Source: an optimization exercise on an open RTL-to-GDS flow (aim: small area and a short achievable clock period). Production flows keep margins and buffers that such runs may drop.
At most, simulation tests tie the RTL to the original design; equivalence was not proved.
For runs 3 to 5, only the layout was checked, not whether the RTL still works.

$ cat config.mk
export PLATFORM = sky130hd
export DESIGN_NAME = sigma_delta_dac_3rdorder
export DESIGN_NICKNAME = sigma_delta_dac_3rdorder
export VERILOG_FILES = /design/flow/design.v
export SDC_FILE = /design/flow/constraint.sdc
export NUM_CORES = 4
export LEC_CHECK = 0
export CAP_MARGIN = 20
export CORE_MARGIN = 2
export CORE_UTILIZATION = 40
export SLEW_MARGIN = 20
$ cat design.v
module sigma_delta_dac_3rdorder(
  input clk,
  input reset_n,
  input [15:0] d,
  output reg q
);
reg  [21:0] ao;
reg  [23:0] lr;
reg  [22:0] f;
reg         nf23;
wire        s = ~nf23;
wire [23:0] l = lr ^ 24'd0;
wire [21:0] a_in = { {5{nf23}}, d[15], ~d[15], d[14:0] };
wire [21:0] a_sum_p = ao ^ a_in;
wire [21:0] a_sum_g0 = ao & a_in;
wire a_sum_G1 = a_sum_g0[1] | (a_sum_p[1] & a_sum_g0[0]);
wire a_sum_G2 = a_sum_g0[3] | (a_sum_p[3] & a_sum_g0[2]);
wire a_sum_P2 = a_sum_p[3] & a_sum_p[2];
wire a_sum_G3 = a_sum_g0[5] | (a_sum_p[5] & a_sum_g0[4]);
wire a_sum_P3 = a_sum_p[5] & a_sum_p[4];
wire a_sum_G4 = a_sum_g0[7] | (a_sum_p[7] & a_sum_g0[6]);
wire a_sum_P4 = a_sum_p[7] & a_sum_p[6];
wire a_sum_G5 = a_sum_g0[9] | (a_sum_p[9] & a_sum_g0[8]);
wire a_sum_P5 = a_sum_p[9] & a_sum_p[8];
wire a_sum_G6 = a_sum_g0[11] | (a_sum_p[11] & a_sum_g0[10]);
wire a_sum_P6 = a_sum_p[11] & a_sum_p[10];
wire a_sum_G7 = a_sum_g0[13] | (a_sum_p[13] & a_sum_g0[12]);
wire a_sum_P7 = a_sum_p[13] & a_sum_p[12];
wire a_sum_G8 = a_sum_g0[15] | (a_sum_p[15] & a_sum_g0[14]);
wire a_sum_P8 = a_sum_p[15] & a_sum_p[14];
wire a_sum_G9 = a_sum_g0[17] | (a_sum_p[17] & a_sum_g0[16]);
wire a_sum_P9 = a_sum_p[17] & a_sum_p[16];
wire a_sum_G10 = a_sum_g0[19] | (a_sum_p[19] & a_sum_g0[18]);
wire a_sum_P10 = a_sum_p[19] & a_sum_p[18];
wire a_sum_G11 = a_sum_g0[21] | (a_sum_p[21] & a_sum_g0[20]);
wire a_sum_P11 = a_sum_p[21] & a_sum_p[20];
wire a_sum_G12 = a_sum_g0[2] | (a_sum_p[2] & a_sum_G1);
wire a_sum_G13 = a_sum_G2 | (a_sum_P2 & a_sum_G1);
wire a_sum_G14 = a_sum_g0[6] | (a_sum_p[6] & a_sum_G3);
wire a_sum_P14 = a_sum_p[6] & a_sum_P3;
wire a_sum_G15 = a_sum_G4 | (a_sum_P4 & a_sum_G3);
wire a_sum_P15 = a_sum_P4 & a_sum_P3;
wire a_sum_G16 = a_sum_g0[10] | (a_sum_p[10] & a_sum_G5);
wire a_sum_P16 = a_sum_p[10] & a_sum_P5;
wire a_sum_G17 = a_sum_G6 | (a_sum_P6 & a_sum_G5);
wire a_sum_P17 = a_sum_P6 & a_sum_P5;
wire a_sum_G18 = a_sum_g0[14] | (a_sum_p[14] & a_sum_G7);
wire a_sum_P18 = a_sum_p[14] & a_sum_P7;
wire a_sum_G19 = a_sum_G8 | (a_sum_P8 & a_sum_G7);
wire a_sum_P19 = a_sum_P8 & a_sum_P7;
wire a_sum_G20 = a_sum_g0[18] | (a_sum_p[18] & a_sum_G9);
wire a_sum_P20 = a_sum_p[18] & a_sum_P9;
wire a_sum_G21 = a_sum_G10 | (a_sum_P10 & a_sum_G9);
wire a_sum_P21 = a_sum_P10 & a_sum_P9;
wire a_sum_G22 = a_sum_g0[4] | (a_sum_p[4] & a_sum_G13);
wire a_sum_G23 = a_sum_G3 | (a_sum_P3 & a_sum_G13);
wire a_sum_G24 = a_sum_G14 | (a_sum_P14 & a_sum_G13);
wire a_sum_G25 = a_sum_G15 | (a_sum_P15 & a_sum_G13);
wire a_sum_G26 = a_sum_g0[12] | (a_sum_p[12] & a_sum_G17);
wire a_sum_P26 = a_sum_p[12] & a_sum_P17;
wire a_sum_G27 = a_sum_G7 | (a_sum_P7 & a_sum_G17);
wire a_sum_P27 = a_sum_P7 & a_sum_P17;
wire a_sum_G28 = a_sum_G18 | (a_sum_P18 & a_sum_G17);
wire a_sum_P28 = a_sum_P18 & a_sum_P17;
wire a_sum_G29 = a_sum_G19 | (a_sum_P19 & a_sum_G17);
wire a_sum_P29 = a_sum_P19 & a_sum_P17;
wire a_sum_G30 = a_sum_g0[20] | (a_sum_p[20] & a_sum_G21);
wire a_sum_P30 = a_sum_p[20] & a_sum_P21;
wire a_sum_G31 = a_sum_G11 | (a_sum_P11 & a_sum_G21);
wire a_sum_P31 = a_sum_P11 & a_sum_P21;
wire a_sum_G32 = a_sum_g0[8] | (a_sum_p[8] & a_sum_G25);
wire a_sum_G33 = a_sum_G5 | (a_sum_P5 & a_sum_G25);
wire a_sum_G34 = a_sum_G16 | (a_sum_P16 & a_sum_G25);
wire a_sum_G35 = a_sum_G17 | (a_sum_P17 & a_sum_G25);
wire a_sum_G36 = a_sum_G26 | (a_sum_P26 & a_sum_G25);
wire a_sum_G37 = a_sum_G27 | (a_sum_P27 & a_sum_G25);
wire a_sum_G38 = a_sum_G28 | (a_sum_P28 & a_sum_G25);
wire a_sum_G39 = a_sum_G29 | (a_sum_P29 & a_sum_G25);
wire a_sum_G40 = a_sum_g0[16] | (a_sum_p[16] & a_sum_G39);
wire a_sum_G41 = a_sum_G9 | (a_sum_P9 & a_sum_G39);
wire a_sum_G42 = a_sum_G20 | (a_sum_P20 & a_sum_G39);
wire a_sum_G43 = a_sum_G21 | (a_sum_P21 & a_sum_G39);
wire a_sum_G44 = a_sum_G30 | (a_sum_P30 & a_sum_G39);
wire a_sum_G45 = a_sum_G31 | (a_sum_P31 & a_sum_G39);
wire [22:0] a_sum;
assign a_sum[0] = a_sum_p[0];
assign a_sum[1] = a_sum_p[1] ^ a_sum_g0[0];
assign a_sum[2] = a_sum_p[2] ^ a_sum_G1;
assign a_sum[3] = a_sum_p[3] ^ a_sum_G12;
assign a_sum[4] = a_sum_p[4] ^ a_sum_G13;
assign a_sum[5] = a_sum_p[5] ^ a_sum_G22;
assign a_sum[6] = a_sum_p[6] ^ a_sum_G23;
assign a_sum[7] = a_sum_p[7] ^ a_sum_G24;
assign a_sum[8] = a_sum_p[8] ^ a_sum_G25;
assign a_sum[9] = a_sum_p[9] ^ a_sum_G32;
assign a_sum[10] = a_sum_p[10] ^ a_sum_G33;
assign a_sum[11] = a_sum_p[11] ^ a_sum_G34;
assign a_sum[12] = a_sum_p[12] ^ a_sum_G35;
assign a_sum[13] = a_sum_p[13] ^ a_sum_G36;
assign a_sum[14] = a_sum_p[14] ^ a_sum_G37;
assign a_sum[15] = a_sum_p[15] ^ a_sum_G38;
assign a_sum[16] = a_sum_p[16] ^ a_sum_G39;
assign a_sum[17] = a_sum_p[17] ^ a_sum_G40;
assign a_sum[18] = a_sum_p[18] ^ a_sum_G41;
assign a_sum[19] = a_sum_p[19] ^ a_sum_G42;
assign a_sum[20] = a_sum_p[20] ^ a_sum_G43;
assign a_sum[21] = a_sum_p[21] ^ a_sum_G44;
assign a_sum[22] = a_sum_G45;
wire [23:0] o2 = { 2'b00, ao };
wire [23:0] o3 = { 2'b11, s, nf23, nf23, s, {8{nf23}}, ~f[22:13] };
wire [23:0] x  = l ^ o2 ^ o3;
wire [23:0] y  = { (l[22:0] & o2[22:0]) | (l[22:0] & o3[22:0]) | (o2[22:0] & o3[22:0]), 1'b1 };
wire [23:0] l_sum_p = x ^ y;
wire [23:0] l_sum_g0 = x & y;
wire l_sum_G1 = l_sum_g0[1] | (l_sum_p[1] & l_sum_g0[0]);
wire l_sum_G2 = l_sum_g0[3] | (l_sum_p[3] & l_sum_g0[2]);
wire l_sum_P2 = l_sum_p[3] & l_sum_p[2];
wire l_sum_G3 = l_sum_g0[5] | (l_sum_p[5] & l_sum_g0[4]);
wire l_sum_P3 = l_sum_p[5] & l_sum_p[4];
wire l_sum_G4 = l_sum_g0[7] | (l_sum_p[7] & l_sum_g0[6]);
wire l_sum_P4 = l_sum_p[7] & l_sum_p[6];
wire l_sum_G5 = l_sum_g0[9] | (l_sum_p[9] & l_sum_g0[8]);
wire l_sum_P5 = l_sum_p[9] & l_sum_p[8];
wire l_sum_G6 = l_sum_g0[11] | (l_sum_p[11] & l_sum_g0[10]);
wire l_sum_P6 = l_sum_p[11] & l_sum_p[10];
wire l_sum_G7 = l_sum_g0[13] | (l_sum_p[13] & l_sum_g0[12]);
wire l_sum_P7 = l_sum_p[13] & l_sum_p[12];
wire l_sum_G8 = l_sum_g0[15] | (l_sum_p[15] & l_sum_g0[14]);
wire l_sum_P8 = l_sum_p[15] & l_sum_p[14];
wire l_sum_G9 = l_sum_g0[17] | (l_sum_p[17] & l_sum_g0[16]);
wire l_sum_P9 = l_sum_p[17] & l_sum_p[16];
wire l_sum_G10 = l_sum_g0[19] | (l_sum_p[19] & l_sum_g0[18]);
wire l_sum_P10 = l_sum_p[19] & l_sum_p[18];
wire l_sum_G11 = l_sum_g0[21] | (l_sum_p[21] & l_sum_g0[20]);
wire l_sum_P11 = l_sum_p[21] & l_sum_p[20];
wire l_sum_G12 = l_sum_g0[23] | (l_sum_p[23] & l_sum_g0[22]);
wire l_sum_P12 = l_sum_p[23] & l_sum_p[22];
wire l_sum_G13 = l_sum_g0[2] | (l_sum_p[2] & l_sum_G1);
wire l_sum_G14 = l_sum_G2 | (l_sum_P2 & l_sum_G1);
wire l_sum_G15 = l_sum_g0[6] | (l_sum_p[6] & l_sum_G3);
wire l_sum_P15 = l_sum_p[6] & l_sum_P3;
wire l_sum_G16 = l_sum_G4 | (l_sum_P4 & l_sum_G3);
wire l_sum_P16 = l_sum_P4 & l_sum_P3;
wire l_sum_G17 = l_sum_g0[10] | (l_sum_p[10] & l_sum_G5);
wire l_sum_P17 = l_sum_p[10] & l_sum_P5;
wire l_sum_G18 = l_sum_G6 | (l_sum_P6 & l_sum_G5);
wire l_sum_P18 = l_sum_P6 & l_sum_P5;
wire l_sum_G19 = l_sum_g0[14] | (l_sum_p[14] & l_sum_G7);
wire l_sum_P19 = l_sum_p[14] & l_sum_P7;
wire l_sum_G20 = l_sum_G8 | (l_sum_P8 & l_sum_G7);
wire l_sum_P20 = l_sum_P8 & l_sum_P7;
wire l_sum_G21 = l_sum_g0[18] | (l_sum_p[18] & l_sum_G9);
wire l_sum_P21 = l_sum_p[18] & l_sum_P9;
wire l_sum_G22 = l_sum_G10 | (l_sum_P10 & l_sum_G9);
wire l_sum_P22 = l_sum_P10 & l_sum_P9;
wire l_sum_G23 = l_sum_g0[22] | (l_sum_p[22] & l_sum_G11);
wire l_sum_P23 = l_sum_p[22] & l_sum_P11;
wire l_sum_G24 = l_sum_G12 | (l_sum_P12 & l_sum_G11);
wire l_sum_P24 = l_sum_P12 & l_sum_P11;
wire l_sum_G25 = l_sum_g0[4] | (l_sum_p[4] & l_sum_G14);
wire l_sum_G26 = l_sum_G3 | (l_sum_P3 & l_sum_G14);
wire l_sum_G27 = l_sum_G15 | (l_sum_P15 & l_sum_G14);
wire l_sum_G28 = l_sum_G16 | (l_sum_P16 & l_sum_G14);
wire l_sum_G29 = l_sum_g0[12] | (l_sum_p[12] & l_sum_G18);
wire l_sum_P29 = l_sum_p[12] & l_sum_P18;
wire l_sum_G30 = l_sum_G7 | (l_sum_P7 & l_sum_G18);
wire l_sum_P30 = l_sum_P7 & l_sum_P18;
wire l_sum_G31 = l_sum_G19 | (l_sum_P19 & l_sum_G18);
wire l_sum_P31 = l_sum_P19 & l_sum_P18;
wire l_sum_G32 = l_sum_G20 | (l_sum_P20 & l_sum_G18);
wire l_sum_P32 = l_sum_P20 & l_sum_P18;
wire l_sum_G33 = l_sum_g0[20] | (l_sum_p[20] & l_sum_G22);
wire l_sum_P33 = l_sum_p[20] & l_sum_P22;
wire l_sum_G34 = l_sum_G11 | (l_sum_P11 & l_sum_G22);
wire l_sum_P34 = l_sum_P11 & l_sum_P22;
wire l_sum_G35 = l_sum_G23 | (l_sum_P23 & l_sum_G22);
wire l_sum_P35 = l_sum_P23 & l_sum_P22;
wire l_sum_G36 = l_sum_G24 | (l_sum_P24 & l_sum_G22);
wire l_sum_P36 = l_sum_P24 & l_sum_P22;
wire l_sum_G37 = l_sum_g0[8] | (l_sum_p[8] & l_sum_G28);
wire l_sum_G38 = l_sum_G5 | (l_sum_P5 & l_sum_G28);
wire l_sum_G39 = l_sum_G17 | (l_sum_P17 & l_sum_G28);
wire l_sum_G40 = l_sum_G18 | (l_sum_P18 & l_sum_G28);
wire l_sum_G41 = l_sum_G29 | (l_sum_P29 & l_sum_G28);
wire l_sum_G42 = l_sum_G30 | (l_sum_P30 & l_sum_G28);
wire l_sum_G43 = l_sum_G31 | (l_sum_P31 & l_sum_G28);
wire l_sum_G44 = l_sum_G32 | (l_sum_P32 & l_sum_G28);
wire l_sum_G45 = l_sum_g0[16] | (l_sum_p[16] & l_sum_G44);
wire l_sum_G46 = l_sum_G9 | (l_sum_P9 & l_sum_G44);
wire l_sum_G47 = l_sum_G21 | (l_sum_P21 & l_sum_G44);
wire l_sum_G48 = l_sum_G22 | (l_sum_P22 & l_sum_G44);
wire l_sum_G49 = l_sum_G33 | (l_sum_P33 & l_sum_G44);
wire l_sum_G50 = l_sum_G34 | (l_sum_P34 & l_sum_G44);
wire l_sum_G51 = l_sum_G35 | (l_sum_P35 & l_sum_G44);
wire l_sum_G52 = l_sum_G36 | (l_sum_P36 & l_sum_G44);
wire [24:0] l_sum;
assign l_sum[0] = l_sum_p[0];
assign l_sum[1] = l_sum_p[1] ^ l_sum_g0[0];
assign l_sum[2] = l_sum_p[2] ^ l_sum_G1;
assign l_sum[3] = l_sum_p[3] ^ l_sum_G13;
assign l_sum[4] = l_sum_p[4] ^ l_sum_G14;
assign l_sum[5] = l_sum_p[5] ^ l_sum_G25;
assign l_sum[6] = l_sum_p[6] ^ l_sum_G26;
assign l_sum[7] = l_sum_p[7] ^ l_sum_G27;
assign l_sum[8] = l_sum_p[8] ^ l_sum_G28;
assign l_sum[9] = l_sum_p[9] ^ l_sum_G37;
assign l_sum[10] = l_sum_p[10] ^ l_sum_G38;
assign l_sum[11] = l_sum_p[11] ^ l_sum_G39;
assign l_sum[12] = l_sum_p[12] ^ l_sum_G40;
assign l_sum[13] = l_sum_p[13] ^ l_sum_G41;
assign l_sum[14] = l_sum_p[14] ^ l_sum_G42;
assign l_sum[15] = l_sum_p[15] ^ l_sum_G43;
assign l_sum[16] = l_sum_p[16] ^ l_sum_G44;
assign l_sum[17] = l_sum_p[17] ^ l_sum_G45;
assign l_sum[18] = l_sum_p[18] ^ l_sum_G46;
assign l_sum[19] = l_sum_p[19] ^ l_sum_G47;
assign l_sum[20] = l_sum_p[20] ^ l_sum_G48;
assign l_sum[21] = l_sum_p[21] ^ l_sum_G49;
assign l_sum[22] = l_sum_p[22] ^ l_sum_G50;
assign l_sum[23] = l_sum_p[23] ^ l_sum_G51;
assign l_sum[24] = l_sum_G52;
wire [4:0]  fh = { s, f[22:19] } + { nf23, nf23, nf23, nf23, 1'b1 };
wire [23:0] fc = { fh, f[18:0] };
wire [23:0] xs = { 1'b0, x[23:1] };
wire [23:0] ys = { 1'b0, y[23:1] };
wire [23:0] s1 = fc ^ xs ^ ys;
wire [23:0] c1 = (fc & xs) | (fc & ys) | (xs & ys);
wire [23:0] c1s = { c1[22:0], x[0] };
wire [23:0] t_p = s1 ^ c1s;
wire [23:0] t_g0 = s1 & c1s;
wire t_G1 = t_g0[1] | (t_p[1] & t_g0[0]);
wire t_G2 = t_g0[3] | (t_p[3] & t_g0[2]);
wire t_P2 = t_p[3] & t_p[2];
wire t_G3 = t_g0[5] | (t_p[5] & t_g0[4]);
wire t_P3 = t_p[5] & t_p[4];
wire t_G4 = t_g0[7] | (t_p[7] & t_g0[6]);
wire t_P4 = t_p[7] & t_p[6];
wire t_G5 = t_g0[9] | (t_p[9] & t_g0[8]);
wire t_P5 = t_p[9] & t_p[8];
wire t_G6 = t_g0[11] | (t_p[11] & t_g0[10]);
wire t_P6 = t_p[11] & t_p[10];
wire t_G7 = t_g0[13] | (t_p[13] & t_g0[12]);
wire t_P7 = t_p[13] & t_p[12];
wire t_G8 = t_g0[15] | (t_p[15] & t_g0[14]);
wire t_P8 = t_p[15] & t_p[14];
wire t_G9 = t_g0[17] | (t_p[17] & t_g0[16]);
wire t_P9 = t_p[17] & t_p[16];
wire t_G10 = t_g0[19] | (t_p[19] & t_g0[18]);
wire t_P10 = t_p[19] & t_p[18];
wire t_G11 = t_g0[21] | (t_p[21] & t_g0[20]);
wire t_P11 = t_p[21] & t_p[20];
wire t_G12 = t_g0[23] | (t_p[23] & t_g0[22]);
wire t_P12 = t_p[23] & t_p[22];
wire t_G13 = t_g0[2] | (t_p[2] & t_G1);
wire t_G14 = t_G2 | (t_P2 & t_G1);
wire t_G15 = t_g0[6] | (t_p[6] & t_G3);
wire t_P15 = t_p[6] & t_P3;
wire t_G16 = t_G4 | (t_P4 & t_G3);
wire t_P16 = t_P4 & t_P3;
wire t_G17 = t_g0[10] | (t_p[10] & t_G5);
wire t_P17 = t_p[10] & t_P5;
wire t_G18 = t_G6 | (t_P6 & t_G5);
wire t_P18 = t_P6 & t_P5;
wire t_G19 = t_g0[14] | (t_p[14] & t_G7);
wire t_P19 = t_p[14] & t_P7;
wire t_G20 = t_G8 | (t_P8 & t_G7);
wire t_P20 = t_P8 & t_P7;
wire t_G21 = t_g0[18] | (t_p[18] & t_G9);
wire t_P21 = t_p[18] & t_P9;
wire t_G22 = t_G10 | (t_P10 & t_G9);
wire t_P22 = t_P10 & t_P9;
wire t_G23 = t_g0[22] | (t_p[22] & t_G11);
wire t_P23 = t_p[22] & t_P11;
wire t_G24 = t_G12 | (t_P12 & t_G11);
wire t_P24 = t_P12 & t_P11;
wire t_G25 = t_g0[4] | (t_p[4] & t_G14);
wire t_G26 = t_G3 | (t_P3 & t_G14);
wire t_G27 = t_G15 | (t_P15 & t_G14);
wire t_G28 = t_G16 | (t_P16 & t_G14);
wire t_G29 = t_g0[12] | (t_p[12] & t_G18);
wire t_P29 = t_p[12] & t_P18;
wire t_G30 = t_G7 | (t_P7 & t_G18);
wire t_P30 = t_P7 & t_P18;
wire t_G31 = t_G19 | (t_P19 & t_G18);
wire t_P31 = t_P19 & t_P18;
wire t_G32 = t_G20 | (t_P20 & t_G18);
wire t_P32 = t_P20 & t_P18;
wire t_G33 = t_g0[20] | (t_p[20] & t_G22);
wire t_P33 = t_p[20] & t_P22;
wire t_G34 = t_G11 | (t_P11 & t_G22);
wire t_P34 = t_P11 & t_P22;
wire t_G35 = t_G23 | (t_P23 & t_G22);
wire t_P35 = t_P23 & t_P22;
wire t_G36 = t_G24 | (t_P24 & t_G22);
wire t_P36 = t_P24 & t_P22;
wire t_G37 = t_g0[8] | (t_p[8] & t_G28);
wire t_G38 = t_G5 | (t_P5 & t_G28);
wire t_G39 = t_G17 | (t_P17 & t_G28);
wire t_G40 = t_G18 | (t_P18 & t_G28);
wire t_G41 = t_G29 | (t_P29 & t_G28);
wire t_G42 = t_G30 | (t_P30 & t_G28);
wire t_G43 = t_G31 | (t_P31 & t_G28);
wire t_G44 = t_G32 | (t_P32 & t_G28);
wire t_G45 = t_g0[16] | (t_p[16] & t_G44);
wire t_G46 = t_G9 | (t_P9 & t_G44);
wire t_G47 = t_G21 | (t_P21 & t_G44);
wire t_G48 = t_G22 | (t_P22 & t_G44);
wire t_G49 = t_G33 | (t_P33 & t_G44);
wire t_G50 = t_G34 | (t_P34 & t_G44);
wire t_G51 = t_G35 | (t_P35 & t_G44);
wire t_G52 = t_G36 | (t_P36 & t_G44);
wire [24:0] t;
assign t[0] = t_p[0];
assign t[1] = t_p[1] ^ t_g0[0];
assign t[2] = t_p[2] ^ t_G1;
assign t[3] = t_p[3] ^ t_G13;
assign t[4] = t_p[4] ^ t_G14;
assign t[5] = t_p[5] ^ t_G25;
assign t[6] = t_p[6] ^ t_G26;
assign t[7] = t_p[7] ^ t_G27;
assign t[8] = t_p[8] ^ t_G28;
assign t[9] = t_p[9] ^ t_G37;
assign t[10] = t_p[10] ^ t_G38;
assign t[11] = t_p[11] ^ t_G39;
assign t[12] = t_p[12] ^ t_G40;
assign t[13] = t_p[13] ^ t_G41;
assign t[14] = t_p[14] ^ t_G42;
assign t[15] = t_p[15] ^ t_G43;
assign t[16] = t_p[16] ^ t_G44;
assign t[17] = t_p[17] ^ t_G45;
assign t[18] = t_p[18] ^ t_G46;
assign t[19] = t_p[19] ^ t_G47;
assign t[20] = t_p[20] ^ t_G48;
assign t[21] = t_p[21] ^ t_G49;
assign t[22] = t_p[22] ^ t_G50;
assign t[23] = t_p[23] ^ t_G51;
assign t[24] = t_G52;
always @(negedge reset_n or posedge clk)
  if (!reset_n) begin
    ao   <= 22'h200000;
    lr   <= 24'd0;
    f    <= 23'd0;
    nf23 <= 1'b1;
    q    <= 1'b0;
  end else begin
    ao   <= a_sum[21:0];
    lr   <= l_sum[23:0] ^ 24'd0;
    f    <= t[22:0];
    nf23 <= ~(t[23] ^ l_sum[23] ^ l_sum[24]);
    q    <= nf23;
  end
endmodule
$ cat constraint.sdc
create_clock -name core_clock -period 7.0 [get_ports {clk}]
set_input_delay 1.4000 -clock core_clock [delete_from_list [all_inputs] [get_ports {clk}]]
set_output_delay 1.4000 -clock core_clock [all_outputs]
set_load 0.01 [all_outputs]
$ cat run.sh
#!/bin/bash
# synth_recipe.tcl (not shown) runs the flow's synth.tcl, then flattens the netlist and writes it again
# the make line also repeats each setting of config.mk as NAME=value (left out here)
make -C /OpenROAD-flow-scripts/flow DESIGN_CONFIG=/design/flow/config.mk WORK_HOME=/design/flow/orfs CLKGATE_MAP_FILE= SYNTH_SCRIPT=/design/flow/synth_recipe.tcl finish
==> flow_summary.ini, run 1 <==
[run_status]
outcome = timing/DRC/antenna clean

[logic_synthesis]
ys_types = 39
synthCells = 504
synthTopCellsByArea = dfrtp_1 (31%), fa_1 (22%), ha_1 (15%), inv_1 (5.8%), xnor2_1 (3.7%)
synth_adder_area_share_pct = 37.1
synth_simple_gate_area_share_pct = 6.55
synth-seq-area-share_pct = 31.7
synth_mux_area_share_pct = 0
synth-warning-count = 1
synth_edf_count = 0
synth-main-ff-cell = dfrtp_1
synth_top_cell_by_area = dfrtp_1
synth-seq-cells = 71
syn_area_per_cell_um2 = 11.1
synth_xor_area_share_pct = 7.33
synth_fp_nets = 652
yosysTopAreaCellShare_pct = 30.7
synth_compound_area_share_pct = 11.5
synth_top_family_by_area = adder cells
syn-cell-area_um2 = 5620
async_reset_ff_share_pct = 100

[sta]
finalWorstSetupSlack_ps = 2790
slew_viol_final = 0
relSlewSlack_pct = 36.9
rsz0062_at_grt = no
fin_hold_ws_ps = 514
hold_viol = 0
max_freq_ghz = 0.238
fin_skew_ps = 3.03
tns_ps = 0
period_minus_slack_ps = 4210
setup_viol_count_final = 0
finalCritPeriodShare_pct = 60.1
worst_pin_slew_ps = 947

[min_path]
hold_class = reg2reg

[placement]
place_area_um2 = 6020
dp_slack_ps = 2430
io_buffers = 18
dp.cells = 702
post-dp-hpwl_um = 8050
gp_congestion = 0.849

[cells_and_area]
final_area_um2 = 6330
finish.utilization_pct = 46.0
drive_gt1_share_pct = 4.09
seqCellArea_um2 = 1780
finalNetCount = 681
fillers = 1325
final_cell_mix = inv_1 (87), ha_1 (69), dfrtp_1 (69)
stdcell_count = 718
syn_to_final_growth_pct = 12.7
final_common_cell = inv_1
antenna_cells = 0
multiInputGateArea_um2 = 3510

[floorplan]
core_area_um2 = 13800
rows = 43
die_area_um2 = 15000
io_pins = 19
start_util_pct = 40.8
die_w_um = 123
die_h_um = 123

[clocking]
cts.sinks = 71
clkTransAtPathRegs_ps = 60
hold_buffers = 0
htreeDepth = 3
cts-resized-gates = 0
clkLatencyLatePin_ps = 330
clockBufferDepth = 2
cts-root-buf = clkbuf_16
postCtsSetupRepairBufs = 0
cts_tree = built
numCtsBuffers = 9

[setup_path]
endpoint_kind = flip-flop
start_kind = primary input
cp.arrival_ps = 4460
critPathKind = in2reg
crit_required_ps = 7250
critical_path.max_fanout = 4
crit_slowest_cell = nor4bb_1
critPathMaxStageDelay_ps = 470
worstPathCellList = clkdlybuf4s50_1, ha_1, inv_1, fa_1, nor2b_1, o31a_1, o41a_1, o211a_1, a31oi_2, a31o_4, nor4bb_1, a2111oi_4, xor2_1

[route]
ant_nets = 0
dr.pass1.iters = 4
routedWlPerCell_um = 14.0
routed_via_density = 4.83
drc_errors = 0
drt-initial-drc-count = 156
totalWireLength_um = 10100
vias = 3470

[grt]
overflow = 0
grt_max_degree = 72
grt_pass1_wl_um = 18100
antenna_found_initial = 0
grt_pass1_vias = 3848
track_usage_pct = 15.6

[run]
drv_cap = 0
-- final timing paths --
kind	from	to	slack, ps	cells past startpoint
setup / recovery	d[0]	ao[21]$_DFF_PN1_	2790	13
hold / removal	ao[0]$_DFF_PN0_	ao[0]$_DFF_PN0_	510	1
setup reg to reg	nf23$_DFF_PN1_	nf23$_DFF_PN1_	2920	12
hold reg to reg	ao[0]$_DFF_PN0_	ao[0]$_DFF_PN0_	510	1
max in group asynchronous	reset_n	ao[19]$_DFF_PN0_	5170	1
min in group asynchronous	reset_n	ao[5]$_DFF_PN0_	1210	1
-- routing by layer --
| layer | up-vias | share of wire [%] | GRT usage (%) |
|---|---|---|---|
| li1 | 1720 | - | - |
| met1 | 1701 | 50 | 21.6 |
| met2 | 37 | 46 | 25.2 |
| met3 | 12 | 2.7 | 2.79 |
| met4 | 0 | 1.4 | 4.53 |
| met5 | - | 0 | 0 |
-- final cells by class --
| type | count | area share [%] |
|---|---|---|
| clock inverters | 3 | 0.632 |
| well taps | 180 | 3.56 |
| clock buffers | 13 | 4.27 |
| repair buffers | 18 | 2.81 |
| multi-input cells | 346 | 55.5 |
| flip-flops and latches | 71 | 28.1 |
| inverters | 87 | 5.16 |
-- registers in the layout, summed over array words and instances, names as in the netlist --
signal / flops
ao: 22
f: 23
lr: 24
nf23: 1
q: 1
-- critical path: cells and delay by family --
family	cells	cell delay (ps)
xor gates and xnor gates	1	160
buffers and inverters	2	510
and+or+nand+nor	2	640
adders and majority gates	2	580
AOI/OAI and AO/OA	6	1160
-- kinds of logic after synthesis --
family,after synthesis
buffers and inverters,87
DFF,71
AOI/OAI and AO/OA,95
xor gates and xnor gates,47
and+or+nand+nor,74
adders and majority gates,130
-- cells in the mapped netlist (2+ instances only) --
cell type  number
nor2_1         23
and3_1          4
o21a_1         11
nor3_1          8
nand3_1         6
o21bai_1        3
o211ai_1        3
dfrtp_1        69
fa_1           61
dfstp_2         2
a211oi_1        3
inv_1          87
ha_1           69
xor2_1         23
o21ai_0         9
a21oi_1        30
nand4_1         2
a21boi_1        2
a31oi_1         3
o21ai_1         4
nand2_1        10
nand2b_1        8
a21o_1         16
o2111ai_1       2
nor2b_1         6
xnor2_1        24
and2_1          3
o31ai_1         2
==> run 2, diff against run 1 <==
--- a/config.mk
+++ b/config.mk
@@ -8,4 +8,5 @@
 export CAP_MARGIN = 20
 export CORE_MARGIN = 2
 export CORE_UTILIZATION = 40
+export SETUP_SLACK_MARGIN = 3.0
 export SLEW_MARGIN = 20
==> run 2 against run 1 <==
  * Still clean on timing, DRC and antenna
  * Wire length rose by 1.9%
  * Count of clock-buffer cells in the layout did not move
==> flow_summary.ini, run 2 <==
[placement]
post-dp-hpwl_um = 8050
io_buffers = 18
gp_congestion = 0.849

[sta]
relSlewSlack_pct = 37.1
worst_pin_slew_ps = 944
period_minus_slack_ps = 3890
tns_ps = 0
slew_viol_final = 0
max_freq_ghz = 0.257
rsz0062_at_grt = yes
fin_skew_ps = 3.44
finalCritPeriodShare_pct = 55.6
setup_viol_count_final = 0
hold_viol = 0

[setup_path]
crit_required_ps = 7260
endpoint_kind = flip-flop
r2r-start = nf23$_DFF_PN1_
r2r_setup_slack_ps = 3190
start_kind = primary input
critical_path.max_fanout = 3
cp.arrival_ps = 4150
startpoint = d[1]
critPathKind = in2reg

[logic_synthesis]
synthTopCellsByCount = inv_1 (87), dfrtp_1 (69), ha_1 (69)
synth_fp_nets = 652
synth-main-ff-cell = dfrtp_1
synthTopCellsByArea = dfrtp_1 (31%), fa_1 (22%), ha_1 (15%), inv_1 (5.8%), xnor2_1 (3.7%)
yosysTopAreaCellShare_pct = 30.7
ys_types = 39
async_reset_ff_share_pct = 100
synthMostInstantiatedCell = inv_1
syn_area_per_cell_um2 = 11.1
synth-seq-cells = 71
synth_edf_count = 0
synth-warning-count = 1
syn-cell-area_um2 = 5620
synth-seq-area-share_pct = 31.7
synthCells = 504
synth_top_cell_by_area = dfrtp_1

[cells_and_area]
antenna_cells = 0
largest_registers = lr x24, f x23, ao x22
finish.utilization_pct = 46.8
top_register = lr
syn_to_final_growth_pct = 14.7
drive_gt1_share_pct = 7.02
final_common_cell = inv_1
multiInputGateArea_um2 = 3580
final_cell_mix = inv_1 (86), dfrtp_1 (69), ha_1 (68)
fillers = 1324
seqCellArea_um2 = 1780
finalNetCount = 684
largest_reg_flops = 24

[grt]
grt_pass1_vias = 3843
grt_pass1_wl_um = 18100
overflow = 0
grt_max_degree = 72
track_usage_pct = 15.6
antenna_found_initial = 0

[clocking]
numCtsBuffers = 9
hold_buffers = 0
clkTransAtPathRegs_ps = 60
cts_tree = built
clockBufferDepth = 2
clkLatencyLatePin_ps = 330
htreeDepth = 3
cts-root-buf = clkbuf_16
cts.sinks = 71

[route]
drc_errors = 0
totalWireLength_um = 10300
routed_via_density = 4.82
vias = 3473
ant_nets = 0
routedWlPerCell_um = 14.2
drt-initial-drc-count = 137
dr.pass1.iters = 4

[floorplan]
die_w_um = 123
io_pins = 19
rows = 43
start_util_pct = 40.8
die_area_um2 = 15000
core_area_um2 = 13800
die_h_um = 123

[run]
drv_cap = 0

[run_status]
outcome = timing/DRC/antenna clean

[min_path]
min_from = ao[0]$_DFF_PN0_
hold_class = reg2reg
-- run 2: worst paths after layout --
path / end / cells past startpoint
worst min-delay path: ao[0]$_DFF_PN0_ / 1
worst max register to register: f[20]$_DFF_PN0_ / 11
worst min register to register: ao[0]$_DFF_PN0_ / 1
max in group asynchronous: lr[0]$_DFF_PN0_ / 1
min in group asynchronous: ao[5]$_DFF_PN0_ / 1
worst max-delay path: ao[15]$_DFF_PN0_ / 13
-- run 2: area by class of cell --
| type | count | share of cell area (%) |
|---|---|---|
| clock inverters | 3 | 0.622 |
| flip-flops and latches | 71 | 27.7 |
| repair buffers | 21 | 3.30 |
| inverters | 87 | 5.07 |
| multi-input cells | 346 | 55.6 |
| well taps | 180 | 3.50 |
| clock buffers | 13 | 4.20 |
-- run 2: logic make-up after synthesis --
logic type      after synthesis  synth area share, %
buf+inv                      87                 5.81
simple gates                 74                 6.55
xor+xnor                     47                 7.33
compound gates               95                 11.5
fa+ha+maj                   130                 37.1
flops                        71                 31.7
-- run 2: timing repair --
action,4_1_cts,5_1_grt
setup buffers,0,3
pin swaps,0,14
endpoints found under the setup margin,3,12
endpoints found under the hold margin,0,0
gates resized for setup,2,19
-- run 2: through the flow --
stage	instance area, um2	instances	hold slack (ps)	setup WS, ps
finish	6440	721	554	3110
global route	6440	721	576	2980
CTS	6340	718	525	2870
detailed placement	6020	702	511	2430
global placement	6020	702	488	2500
floorplan	5620	504	466	3320
-- run 2: critical path: stages --
cell and delay [ps]:
clkdlybuf4s50_1 400, inv_1 70, fa_2 250, nor2b_2 60, o31a_1 300, o41a_1 440
o211a_4 290, buf_6 120, o211ai_1 220, a21boi_1 130, o21a_1 220, nor2_2 120
xnor2_1 120
-- run 2: metal layers --
layer | up-vias | track usage, % | routed length, um
met3 | 12 | 2.79 | 259
met1 | 1707 | 21.6 | 5110
met4 | 0 | 4.53 | 142
li1 | 1723 | - | -
met5 | - | 0 | 0
met2 | 31 | 25.2 | 4750
==> run 3, diff against run 2 <==
--- a/design.v
+++ b/design.v
@@ -7,8 +7,8 @@
 reg  [21:0] ao;
 reg  [23:0] lr;
 reg  [22:0] f;
-reg         nf23;
-wire        s = ~nf23;
+reg         nf23;   
+reg         s;      
 wire [23:0] l = lr ^ 24'd0;
 wire [21:0] a_in = { {5{nf23}}, d[15], ~d[15], d[14:0] };
 wire [21:0] a_sum_p = ao ^ a_in;
@@ -341,12 +341,14 @@
     lr   <= 24'd0;
     f    <= 23'd0;
     nf23 <= 1'b1;
+    s    <= 1'b0;
     q    <= 1'b0;
   end else begin
     ao   <= a_sum[21:0];
     lr   <= l_sum[23:0] ^ 24'd0;
     f    <= t[22:0];
     nf23 <= ~(t[23] ^ l_sum[23] ^ l_sum[24]);
+    s    <= t[23] ^ l_sum[23] ^ l_sum[24];
     q    <= nf23;
   end
 endmodule
--- a/config.mk
+++ b/config.mk
@@ -8,5 +8,4 @@
 export CAP_MARGIN = 20
 export CORE_MARGIN = 2
 export CORE_UTILIZATION = 40
-export SETUP_SLACK_MARGIN = 3.0
 export SLEW_MARGIN = 20
==> run 3 against run 2 <==
  * Largest cell class unchanged
  * Count of clock-buffer cells in the layout unchanged
  * Maximum frequency down 6.8%
  * Register-to-register slack worse by 370 ps
  * Critical path type is now reg2reg
  * Via count up 0.52%
  * Die area up 0.65%
  * Area after synthesis up 0.67%
  * Non-clock buffer count down 3
  * Synthesized cell count down 2.2%
  * Worst hold slack worse by 37 ps
==> flow_summary.ini, run 3 <==
[run_status]
outcome = timing/DRC/antenna clean

[sta]
worst_pin_slew_ps = 980
relSlewSlack_pct = 34.7
tns_ps = 0
finalCritPeriodShare_pct = 59.7
period_minus_slack_ps = 4180
slew_viol_final = 0
hold_viol = 0
rsz0062_at_grt = no
setup_viol_count_final = 0
fin_skew_ps = 5.37
max_freq_ghz = 0.239
fin_hold_ws_ps = 517

[logic_synthesis]
yosysTopAreaCellShare_pct = 31.0
synth_fp_nets = 639
synthTopCellsByArea = dfrtp_1 (31%), fa_1 (22%), ha_1 (15%), inv_1 (5.7%), xnor2_1 (5.4%)
synth-main-ff-cell = dfrtp_1
async_reset_ff_share_pct = 100
ys_types = 45
synth-seq-cells = 72
synth_top_cell_by_area = dfrtp_1
synth-seq-area-share_pct = 31.9
synthTopCellsByCount = inv_1 (86), dfrtp_1 (70), ha_1 (67)
synth_edf_count = 0
syn-cell-area_um2 = 5660
syn_area_per_cell_um2 = 11.5
synth-warning-count = 1
synthCells = 493
synthMostInstantiatedCell = inv_1

[setup_path]
critPathMaxStageDelay_ps = 520
path_common_cell = fa_1
critPathKind = reg2reg
cp.arrival_ps = 4450
crit_slowest_cell = fa_1
worstPathCellList = fa_1, inv_1, fa_1, ha_1, fa_1, a21o_1, a21o_1, a2111oi_4, o21a_1, o21ai_1, nand4_1, nand3_1, a41oi_2, xor2_1
crit_buf_inv = 1
crit_required_ps = 7270
endpoint_kind = flip-flop
cp_top_family = adder cells
start_kind = flip-flop
critical_path.max_fanout = 3

[clocking]
postCtsSetupRepairBufs = 0
hold_buffers = 0
cts.sinks = 72
clkLatencyLatePin_ps = 340
cts-root-buf = clkbuf_16
cts_tree = built
clockBufferDepth = 2
clkTransAtPathRegs_ps = 60
htreeDepth = 3
numCtsBuffers = 9
cts-resized-gates = 0

[floorplan]
die_area_um2 = 15100
die_h_um = 123
io_pins = 19
rows = 43
core_area_um2 = 13800
die_w_um = 123
start_util_pct = 40.9

[route]
drt-initial-drc-count = 137
dr.pass1.iters = 4
routed_via_density = 4.94
routedWlPerCell_um = 14.9
ant_nets = 0
totalWireLength_um = 10600
vias = 3491
drc_errors = 0

[cells_and_area]
drive_gt1_share_pct = 5.31
syn_to_final_growth_pct = 11.9
top_register = lr
final_common_cell = inv_1
largest_reg_flops = 24
antenna_cells = 0
final_cell_mix = inv_1 (86), dfrtp_1 (70), ha_1 (67)
largest_registers = lr x24, f x23, ao x22
finalNetCount = 668

[grt]
grt_max_degree = 73
grt_pass1_vias = 3925
track_usage_pct = 16.4
overflow = 0
antenna_found_initial = 0
grt_pass1_wl_um = 18600

[placement]
gp_congestion = 0.808
post-dp-hpwl_um = 8460
io_buffers = 18

[run]
drv_cap = 0

[min_path]
hold_class = reg2reg
## run 3: cell count changes after synthesis, sizes merged, moves of 3 or more
cell	previous run	this run
o21a	11	7
xnor2	24	35
nor2	23	18
a211oi	3	0
a21o	16	22
a21oi	30	26
o21ai	13	9
nand2b	8	2
o21bai	3	6
## run 3: cell type report
type | instances | area, um2
clock buffers | 13 | 250
clock inverters | 3 | 17.5
fillers | 1280 | 7500
inverters | 86 | 323
multi-input cells | 335 | 3530
flip-flops and latches | 72 | 1800
well taps | 180 | 225
repair buffers | 18 | 178
## run 3: per-layer routing
metal | part of all wire [%] | wire [um] | vias to the layer above | GRT usage [%]
li1 | - | - | 1689 | -
met1 | 46 | 4820 | 1748 | 20.0
met2 | 50 | 5240 | 40 | 28.4
met4 | 1.7 | 184 | 0 | 5.89
met5 | 0 | 0 | - | 0
met3 | 3.1 | 325 | 14 | 3.69
## run 3: logic make-up (layout without fill, tap and decap cells)
logic type | count (synthesis) | in the layout | share of synthesized area, %
compound gates | 93 | 93 | 12.3
flops | 72 | 72 | 31.9
xor+xnor | 56 | 56 | 8.67
buf+inv | 86 | 120 | 5.71
fa+ha+maj | 128 | 128 | 36.4
simple gates | 58 | 58 | 4.98
## run 3: metrics by stage
step                cell area [um2]  setup slack, ps  instances  util [%]
detailed placement             6060             2580        691      43.8
finish                         6330             2820        707      45.8
global placement               6060             2600        691      43.8
CTS                            6330             2780        707      45.8
floorplan                      5660             3240        493         -
global route                   6330             2500        707      45.8
## run 3: path summary, 6_finish.rpt
path / cells past startpoint / from / slack, ps / endpoint
hold / removal: 1 / ao[0]$_DFF_PN0_ / 520 / ao[0]$_DFF_PN0_
min in group asynchronous: 1 / reset_n / 1210 / ao[2]$_DFF_PN0_
setup / recovery: 14 / f[14]$_DFF_PN0_ / 2820 / s$_DFF_PN0_
max in group asynchronous: 1 / reset_n / 5150 / lr[19]$_DFF_PN0_
hold reg to reg: 1 / ao[0]$_DFF_PN0_ / 520 / ao[0]$_DFF_PN0_
setup reg to reg: 14 / f[14]$_DFF_PN0_ / 2820 / s$_DFF_PN0_
## run 3: worst register-to-register path, delay by kind of cell (launching register included)
family / cells / cell delay (ps)
fa+ha+maj: 4 / 1610
xor+xnor: 1 / 160
simple gates: 2 / 300
compound gates: 6 / 1540
flops: 1 / 430
buf+inv: 1 / 70
==> run 4, diff against run 3 <==
--- a/config.mk
+++ b/config.mk
@@ -8,4 +8,5 @@
 export CAP_MARGIN = 20
 export CORE_MARGIN = 2
 export CORE_UTILIZATION = 40
+export SETUP_SLACK_MARGIN = 3.0
 export SLEW_MARGIN = 20
==> run 4 against run 3 <==
  * Still clean
  * Non-clock buffer count is 14 higher
  * Via count is 1.3% higher
  * Critical path type is now in2reg
  * Critical endpoint is now ao[16]$_DFF_PN0_
  * Largest cell class unchanged
==> flow_summary.ini, run 4 <==
[run_status]
outcome = timing/DRC/antenna clean

[placement]
gp_congestion = 0.808
dp_slack_ps = 2580
post-dp-hpwl_um = 8460
io_buffers = 18

[route]
vias = 3536
routed_via_density = 4.90
ant_nets = 0
routedWlPerCell_um = 15.0
totalWireLength_um = 10800
drt-initial-drc-count = 107
drc_errors = 0
dr.pass1.iters = 4

[sta]
worst_pin_slew_ps = 988
period_minus_slack_ps = 3910
tns_ps = 0
relSlewSlack_pct = 34.1
fin_skew_ps = 5.11
setup_viol_count_final = 0
rsz0062_at_grt = yes
max_freq_ghz = 0.255
finalCritPeriodShare_pct = 55.9
finalWorstSetupSlack_ps = 3090
slew_viol_final = 0
hold_viol = 0

[grt]
overflow = 0
grt_pass1_wl_um = 18600
track_usage_pct = 16.4
antenna_found_initial = 0
grt_pass1_vias = 3940
grt_max_degree = 73

[setup_path]
endpoint_kind = flip-flop
crit_required_ps = 7240
critPathKind = in2reg
critPathMaxStageDelay_ps = 530
r2r_setup_slack_ps = 3170
worstPathCellList = clkdlybuf4s50_1, inv_1, fa_2, nor2b_1, o21ai_1, a21bo_2, a311o_2, nor2_2, o21a_1, a21oi_2, fa_2, inv_1
start_kind = primary input
cp.arrival_ps = 4160
crit_slowest_cell = fa_2
critical_path.max_fanout = 4

[floorplan]
rows = 43
die_h_um = 123
start_util_pct = 40.9
io_pins = 19
core_area_um2 = 13800
die_area_um2 = 15100
die_w_um = 123

[cells_and_area]
antenna_cells = 0
top_register = lr
final_cell_mix = inv_1 (83), dfrtp_1 (69), ha_1 (65)
largest_reg_flops = 24
final_common_cell = inv_1
largest_registers = lr x24, f x23, ao x22
drive_gt1_share_pct = 11.1
syn_to_final_growth_pct = 14.7
finalNetCount = 682

[clocking]
cts.sinks = 72
htreeDepth = 3
hold_buffers = 0
clkTransAtPathRegs_ps = 60
cts-root-buf = clkbuf_16
clkLatencyLatePin_ps = 340
cts_tree = built
numCtsBuffers = 9
clockBufferDepth = 2

[logic_synthesis]
ys_types = 45
synth-main-ff-cell = dfrtp_1
syn_area_per_cell_um2 = 11.5
synthMostInstantiatedCell = inv_1
synthCells = 493
async_reset_ff_share_pct = 100
synth_edf_count = 0
synth_top_cell_by_area = dfrtp_1
synthTopCellsByCount = inv_1 (86), dfrtp_1 (70), ha_1 (67)
synth-seq-cells = 72
synthTopCellsByArea = dfrtp_1 (31%), fa_1 (22%), ha_1 (15%), inv_1 (5.7%), xnor2_1 (5.4%)
yosysTopAreaCellShare_pct = 31.0
synth-seq-area-share_pct = 31.9
syn-cell-area_um2 = 5660
synth-warning-count = 1
synth_fp_nets = 639

[run]
drv_cap = 0

[min_path]
hold_class = reg2reg
-- run 4: layout make-up --
type                       count  area (um2)
tap                          180         225
clock buffer                  13         250
timing repair buffer          32         289
sequential                    72        1810
fill                        1274        7340
multi-input combinational    335        3570
inverter                      86         323
clock inverter                 3        17.5
-- run 4: critical path, delay by kind of cell --
family | cells | cell delay (ps)
compound gates | 5 | 1020
fa+ha+maj | 2 | 910
buf+inv | 3 | 540
simple gates | 2 | 270
-- run 4: kinds of logic after synthesis --
group           share of synthesized area (%)
fa+ha+maj                                36.4
simple gates                             4.98
compound gates                           12.3
buf+inv                                  5.71
xor+xnor                                 8.67
flops                                    31.9
-- run 4: timing repair --
action,CTS,global route
buffers inserted,2,12
gates resized for setup,3,19
pin swaps,6,21
setup endpoints to repair,9,14
-- run 4: metrics by stage --
step | area [um2] | util [%] | instances | hold WS (ps)
finish | 6480 | 46.9 | 721 | 556
floorplan | 5660 | - | 493 | 466
global placement | 6060 | 43.8 | 691 | 479
detailed placement | 6060 | 43.8 | 691 | 506
global route | 6480 | 46.9 | 721 | 600
CTS | 6350 | 45.9 | 709 | 524
-- run 4: final timing paths --
| kind | startpoint | endpoint | cells after the start |
|---|---|---|---|
| worst min register to register | ao[0]$_DFF_PN0_ | ao[0]$_DFF_PN0_ | 1 |
| worst max-delay path | d[1] | ao[16]$_DFF_PN0_ | 12 |
| max in group asynchronous | reset_n | f[22]$_DFF_PN0_ | 1 |
| worst max register to register | f[14]$_DFF_PN0_ | f[15]$_DFF_PN0_ | 15 |
| min in group asynchronous | reset_n | lr[2]$_DFF_PN0_ | 1 |
| worst min-delay path | ao[0]$_DFF_PN0_ | ao[0]$_DFF_PN0_ | 1 |
-- run 4: per-layer routing --
| metal | part of all wire (%) | track usage [%] |
|---|---|---|
| met1 | 46 | 20.0 |
| met2 | 50 | 28.5 |
| met3 | 3.2 | 3.69 |
| met4 | 1.4 | 5.89 |
| met5 | 0 | 0 |
==> run 5, diff against run 4 <==
--- a/config.mk
+++ b/config.mk
@@ -8,5 +8,5 @@
 export CAP_MARGIN = 20
 export CORE_MARGIN = 2
 export CORE_UTILIZATION = 40
-export SETUP_SLACK_MARGIN = 3.0
+export SETUP_SLACK_MARGIN = 3.5
 export SLEW_MARGIN = 20
==> run 5 against run 4 <==
  * Still clean on timing, DRC and antenna
  * Synthesized cell count stayed put
  * Final area increased by 4.8%
  * Non-clock buffer count rose by 9
  * Count of clock-buffer cells in the layout shrank 2
  * Via count rose by 2.0%
  * Flip-flop and latch count stayed put
  * Sequential share of layout area down 1.3 points
  * Area after synthesis stayed put
  * Highest routed layer unchanged
==> flow_summary.ini, run 5 <==
[setup_path]
crit_required_ps = 7260
start_kind = flip-flop
endpoint_kind = flip-flop
critical_path.max_fanout = 2
critPathKind = reg2reg
cp.arrival_ps = 4060

[floorplan]
io_pins = 19
rows = 43
core_area_um2 = 13800
die_w_um = 123
start_util_pct = 40.9
die_area_um2 = 15100
die_h_um = 123

[min_path]
hold_class = reg2reg

[cells_and_area]
finish.utilization_pct = 49.1
drive_gt1_share_pct = 18.2
stdcell_count = 729
largest_registers = lr x24, f x23, ao x22
largest_reg_flops = 24
final_common_cell = inv_1
syn_to_final_growth_pct = 20.1
final_area_um2 = 6790
antenna_cells = 0
top_register = lr
final_cell_mix = inv_1 (80), dfrtp_1 (69), fa_1 (57), ha_1 (57), xnor2_1 (35)
finalNetCount = 691

[clocking]
cts-root-buf = clkbuf_16
clkLatencyLatePin_ps = 340
cts.sinks = 72
clkTransAtPathRegs_ps = 50
numCtsBuffers = 9
clockBufferDepth = 2
htreeDepth = 3
cts_tree = built

[sta]
worst_pin_slew_ps = 960
slew_viol_final = 0
hold_viol = 0
relSlewSlack_pct = 36.0
fin_skew_ps = 6.72
finalCritPeriodShare_pct = 54.4
setup_viol_count_final = 0
rsz0062_at_grt = yes
max_freq_ghz = 0.263
finalWorstSetupSlack_ps = 3190
tns_ps = 0
period_minus_slack_ps = 3810

[placement]
dp_slack_ps = 2650
place_area_um2 = 6110
post-dp-hpwl_um = 8480
io_buffers = 18
gp_congestion = 0.796
dp.cells = 691

[grt]
antenna_found_initial = 0
grt_pass1_wl_um = 19200
grt_pass1_vias = 4045
overflow = 0
grt_max_degree = 73
track_usage_pct = 17.0

[logic_synthesis]
synth-seq-cells = 72
synth-main-ff-cell = dfrtp_1
synth_edf_count = 0
synthCells = 493
syn_area_per_cell_um2 = 11.5
yosysTopAreaCellShare_pct = 31.0
async_reset_ff_share_pct = 100
synthTopCellsByArea = dfrtp_1 (31%), fa_1 (22%), ha_1 (15%), inv_1 (5.7%), xnor2_1 (5.4%)
synth_top_cell_by_area = dfrtp_1
synth_fp_nets = 639
synth-seq-area-share_pct = 31.9
ys_types = 45
synth-warning-count = 1
synthMostInstantiatedCell = inv_1
synthTopCellsByCount = inv_1 (86), dfrtp_1 (70), ha_1 (67)
syn-cell-area_um2 = 5660

[run_status]
outcome = timing/DRC/antenna clean

[route]
vias = 3607
ant_nets = 0
routed_via_density = 4.95
drt-initial-drc-count = 93
totalWireLength_um = 11100
routedWlPerCell_um = 15.2
drc_errors = 0
dr.pass1.iters = 4

[run]
drv_cap = 0
==> run 5: logic make-up (layout without fill, tap and decap cells) <==
group / after synthesis / count (layout) / synth area share [%]
buffers and inverters: 86 / 142 / 5.71
xor gates and xnor gates: 56 / 56 / 8.67
and+or+nand+nor: 58 / 58 / 4.98
AOI/OAI and AO/OA: 93 / 93 / 12.3
DFF: 72 / 72 / 31.9
adders and majority gates: 128 / 128 / 36.4
==> run 5: cell type report <==
class / count / area (um2)
Multi-Input combinational cell: 335 / 3780
Fill cell: 1219 / 7030
Sequential cell: 72 / 1810
Inverter: 86 / 323
Clock buffer: 11 / 243
Clock inverter: 4 / 45.0
Timing Repair Buffer: 41 / 368
Tap cell: 180 / 225
==> run 5: worst paths after layout <==
path	slack [ps]	startpoint	end	cells after the start
setup / recovery	3190	ao[0]$_DFF_PN0_	f[11]$_DFF_PN0_	17
hold / removal	560	ao[0]$_DFF_PN0_	ao[0]$_DFF_PN0_	1
setup reg to reg	3190	ao[0]$_DFF_PN0_	f[11]$_DFF_PN0_	17
hold reg to reg	560	ao[0]$_DFF_PN0_	ao[0]$_DFF_PN0_	1
max in group asynchronous	5120	reset_n	f[19]$_DFF_PN0_	1
min in group asynchronous	1210	reset_n	ao[3]$_DFF_PN0_	1
==> run 5: metrics by stage <==
stage | hold WS, ps
2_1_floorplan | 511
6_report | 565
3_3_place_gp | 525
3_5_place_dp | 536
5_1_grt | 577
4_1_cts | 549
==> run 5: what timing repair did <==
action / 4_1_cts / 5_1_grt
pin swaps: 24 / 25
setup endpoints to repair: 25 / 23
gates resized for setup: 28 / 28
hold buffers: 0 / 0
setup buffers: 14 / 9
==> run 5: critical path, stage by stage, from the launching register on <==
cell and delay [ps]:
dfrtp_1 390, inv_1 80, fa_1 400, inv_1 120, fa_1 450, ha_2 200
fa_2 360, a21o_1 170, a21o_1 210, a2111oi_4 360, buf_4 180, buf_6 100
o21bai_4 70, a21oi_2 160, nor2b_2 60, o21a_1 190, nor2_2 90, xnor2_1 130
==> run 5: metal layers <==
| layer | part of all wire [%] | global-route usage [%] | wire length (um) |
|---|---|---|---|
| met2 | 51 | 30.1 | 5700 |
| met5 | 0 | 0 | 0 |
| met3 | 2.7 | 4.24 | 296 |
| met4 | 1.2 | 4.89 | 128 |
| met1 | 45 | 20.4 | 4980 |
==> run 6, diff against run 5 <==
--- a/design.v
+++ b/design.v
@@ -7,8 +7,8 @@
 reg  [21:0] ao;
 reg  [23:0] lr;
 reg  [22:0] f;
-reg         nf23;   
-reg         s;      
+reg         nf23;
+wire        s = ~nf23;
 wire [23:0] l = lr ^ 24'd0;
 wire [21:0] a_in = { {5{nf23}}, d[15], ~d[15], d[14:0] };
 wire [21:0] a_sum_p = ao ^ a_in;
@@ -341,14 +341,12 @@
     lr   <= 24'd0;
     f    <= 23'd0;
     nf23 <= 1'b1;
-    s    <= 1'b0;
     q    <= 1'b0;
   end else begin
     ao   <= a_sum[21:0];
     lr   <= l_sum[23:0] ^ 24'd0;
     f    <= t[22:0];
     nf23 <= ~(t[23] ^ l_sum[23] ^ l_sum[24]);
-    s    <= t[23] ^ l_sum[23] ^ l_sum[24];
     q    <= nf23;
   end
 endmodule
--- a/config.mk
+++ b/config.mk
@@ -8,5 +8,8 @@
 export CAP_MARGIN = 20
 export CORE_MARGIN = 2
 export CORE_UTILIZATION = 40
-export SETUP_SLACK_MARGIN = 3.5
+export CTS_BUF_LIST = sky130_fd_sc_hd__clkbuf_8
+export CTS_CLUSTER_DIAMETER = 100
+export CTS_CLUSTER_SIZE = 40
+export SETUP_SLACK_MARGIN = 3.0
 export SLEW_MARGIN = 20
==> run 6 against run 5 <==
  * Still clean
  * Cell count is 1.1% lower
  * Die area decreased by 0.64%
  * Register-to-register slack barely moved
  * Worst setup slack lost 120 ps
  * Count of clock-buffer cells in the layout rose by 1
  * Critical path depth shrank 4
  * Global-route usage decreased by 1.2 points
==> flow_summary.ini, run 6 <==
[cells_and_area]
finish.utilization_pct = 46.1
drive_gt1_share_pct = 7.39
top_register = lr
multiInputGateArea_um2 = 3590
finalNetCount = 684
seqCellArea_um2 = 1780
final_common_cell = inv_1
final_cell_mix = inv_1 (87), dfrtp_1 (69), ha_1 (68)
antenna_cells = 0
largest_reg_flops = 24
fillers = 1328
largest_registers = lr x24, f x23, ao x22
syn_to_final_growth_pct = 12.9

[min_path]
holdPathStages = 1
min_from = ao[0]$_DFF_PN0_
hold_class = reg2reg
hold_end = ao[0]$_DFF_PN0_

[logic_synthesis]
synth-seq-cells = 71
synth-warning-count = 1
synth_top_cell_by_area = dfrtp_1
yosysTopAreaCellShare_pct = 30.7
syn_area_per_cell_um2 = 11.1
synth-seq-area-share_pct = 31.7
syn-cell-area_um2 = 5620
synthMostInstantiatedCell = inv_1
synthCells = 504
synth_fp_nets = 652
synthTopCellsByArea = dfrtp_1 (31%), fa_1 (22%), ha_1 (15%), inv_1 (5.8%), xnor2_1 (3.7%)
synth_edf_count = 0
async_reset_ff_share_pct = 100
ys_types = 39
synthTopCellsByCount = inv_1 (87), dfrtp_1 (69), ha_1 (69)
synth-main-ff-cell = dfrtp_1

[floorplan]
die_h_um = 123
start_util_pct = 40.8
die_area_um2 = 15000
io_pins = 19
die_w_um = 123
core_area_um2 = 13800
rows = 43

[sta]
fin_hold_ws_ps = 559
period_minus_slack_ps = 3920
setup_viol_count_final = 0
tns_ps = 0
relSlewSlack_pct = 37.5
rsz0062_at_grt = no
finalWorstSetupSlack_ps = 3080
hold_viol = 0
worst_pin_slew_ps = 938
max_freq_ghz = 0.255
slew_viol_final = 0
fin_skew_ps = 8.38
finalCritPeriodShare_pct = 56.0

[setup_path]
critical_path.max_fanout = 3
start_kind = primary input
r2r-start = nf23$_DFF_PN1_
critPathKind = in2reg
cp.arrival_ps = 4210
endpoint_kind = flip-flop
r2r_end = f[20]$_DFF_PN0_
crit_required_ps = 7290
r2r_setup_slack_ps = 3190
rr_worst_depth = 11

[grt]
antenna_found_initial = 0
overflow = 0
grt_max_degree = 72
grt_pass1_wl_um = 18100
grt_pass1_vias = 3845
track_usage_pct = 15.8

[route]
dr.pass1.iters = 4
vias = 3504
totalWireLength_um = 10300
ant_nets = 0
drt-initial-drc-count = 136
drc_errors = 0
routedWlPerCell_um = 14.3
routed_via_density = 4.86

[clocking]
htreeDepth = 3
clockBufferDepth = 2
clkTransAtPathRegs_ps = 80
cts-root-buf = clkbuf_8
cts_tree = built
cts.sinks = 71
numCtsBuffers = 9
clkLatencyLatePin_ps = 360

[run_status]
outcome = timing/DRC/antenna clean

[placement]
dp_slack_ps = 2430
gp_congestion = 0.849
io_buffers = 18
post-dp-hpwl_um = 8050

[run]
drv_cap = 0
-- run 6: cell types whose count changed after synthesis, sizes merged, moves of 3 or more --
cell and change:
xnor2 -11, a21o -6, nand2b +6, nor2 +5
a21oi +4, o21a +4, o21ai +4, a211oi +3
o21bai -3
-- run 6: routing by layer --
metal | vias to the layer above | wire length (um) | GRT usage [%]
met4 | 0 | 184 | 5.82
met5 | - | 0 | 0
met3 | 12 | 268 | 2.74
met1 | 1732 | 5110 | 21.7
met2 | 37 | 4720 | 25.1
li1 | 1723 | - | -
-- run 6: area by class of cell --
class | instances | share of cell area (%)
Clock inverter | 4 | 0.690
Timing Repair Buffer | 21 | 3.29
Multi-Input combinational cell | 346 | 56.6
Tap cell | 180 | 3.55
Sequential cell | 71 | 28.1
Clock buffer | 12 | 2.60
Inverter | 87 | 5.15
-- run 6: worst max-delay path, stage by stage --
cell             delay [ps]
clkdlybuf4s50_1         400
inv_1                    70
fa_2                    250
nor2b_2                  60
o31a_1                  300
o41a_1                  450
o211a_4                 290
buf_4                   140
o211ai_1                250
a21boi_1                130
o21a_1                  230
nor2_2                  120
xnor2_1                 120
-- run 6: worst max path at each step --
stage,from,to,depth (start not counted)
2_1_floorplan,d[0],ao[21]$_DFF_PN1_,12
3_3_place_gp,d[0],ao[21]$_DFF_PN1_,13
3_5_place_dp,d[0],ao[21]$_DFF_PN1_,13
4_1_cts,d[0],ao[21]$_DFF_PN1_,13
5_1_grt,nf23$_DFF_PN1_,nf23$_DFF_PN1_,12
6_report,d[1],ao[15]$_DFF_PN0_,13
-- run 6: cells by family after synthesis --
family	after synthesis	synth area share (%)
compound gates	95	11.5
flops	71	31.7
xor+xnor	47	7.33
fa+ha+maj	130	37.1
simple gates	74	6.55
buf+inv	87	5.81
-- run 6: metrics by stage --
| stage | cell area (um2) | cells |
|---|---|---|
| CTS | 6240 | 718 |
| finish | 6340 | 721 |
| detailed placement | 6020 | 702 |
| floorplan | 5620 | 504 |
| global placement | 6020 | 702 |
| global route | 6340 | 721 |
-- run 6: repair_timing --
action / CTS / global route
buffers inserted: 0 / 3
pin swaps: 0 / 16
setup endpoints to repair: 3 / 13
hold buffers: 0 / 0
cloned: 0 / 0
resized for setup: 2 / 20

-- what the ideal ports hide --
In the flow no input, the clock included, has a driving cell. The finished layouts below were timed again as built, in two steps. Step 1 assumes that a clkbuf_16 drives the clock port and a buf_2 every other input. Step 2, shift: input delay + t, output delay - t, t = (earliest + latest rising clock arrival at the registers) / 2. This alone moves slack from input paths to output paths. a / b / c = no drivers / after step 1 / after step 2; a / b = the first two.
| run | t, ns | setup slack, ns | worst register clock-pin slew, ns | pins driven straight from the clock port |
|---|---|---|---|---|
| run 1 | 0.365 | 2.792 / 2.803 / 2.438 | 0.06 / 0.06 | 1 |
| run 2 | 0.365 | 3.108 / 3.123 / 2.758 | 0.06 / 0.06 | 1 |
| run 3 | 0.383 | 2.822 / 2.822 / 2.551 | 0.06 / 0.06 | 1 |
| run 4 | 0.381 | 3.085 / 3.102 / 2.721 | 0.06 / 0.06 | 1 |
| run 5 | 0.382 | 3.194 / 3.194 / 3.161 | 0.06 / 0.06 | 1 |
| run 6 | 0.390 | 3.078 / 3.090 / 2.700 | 0.08 / 0.08 | 1 |
After both steps every run listed still meets setup and hold. For run 6, which loses most, drivers alone change the setup slack by +0.012 ns; drivers and shift together by -0.378 ns.
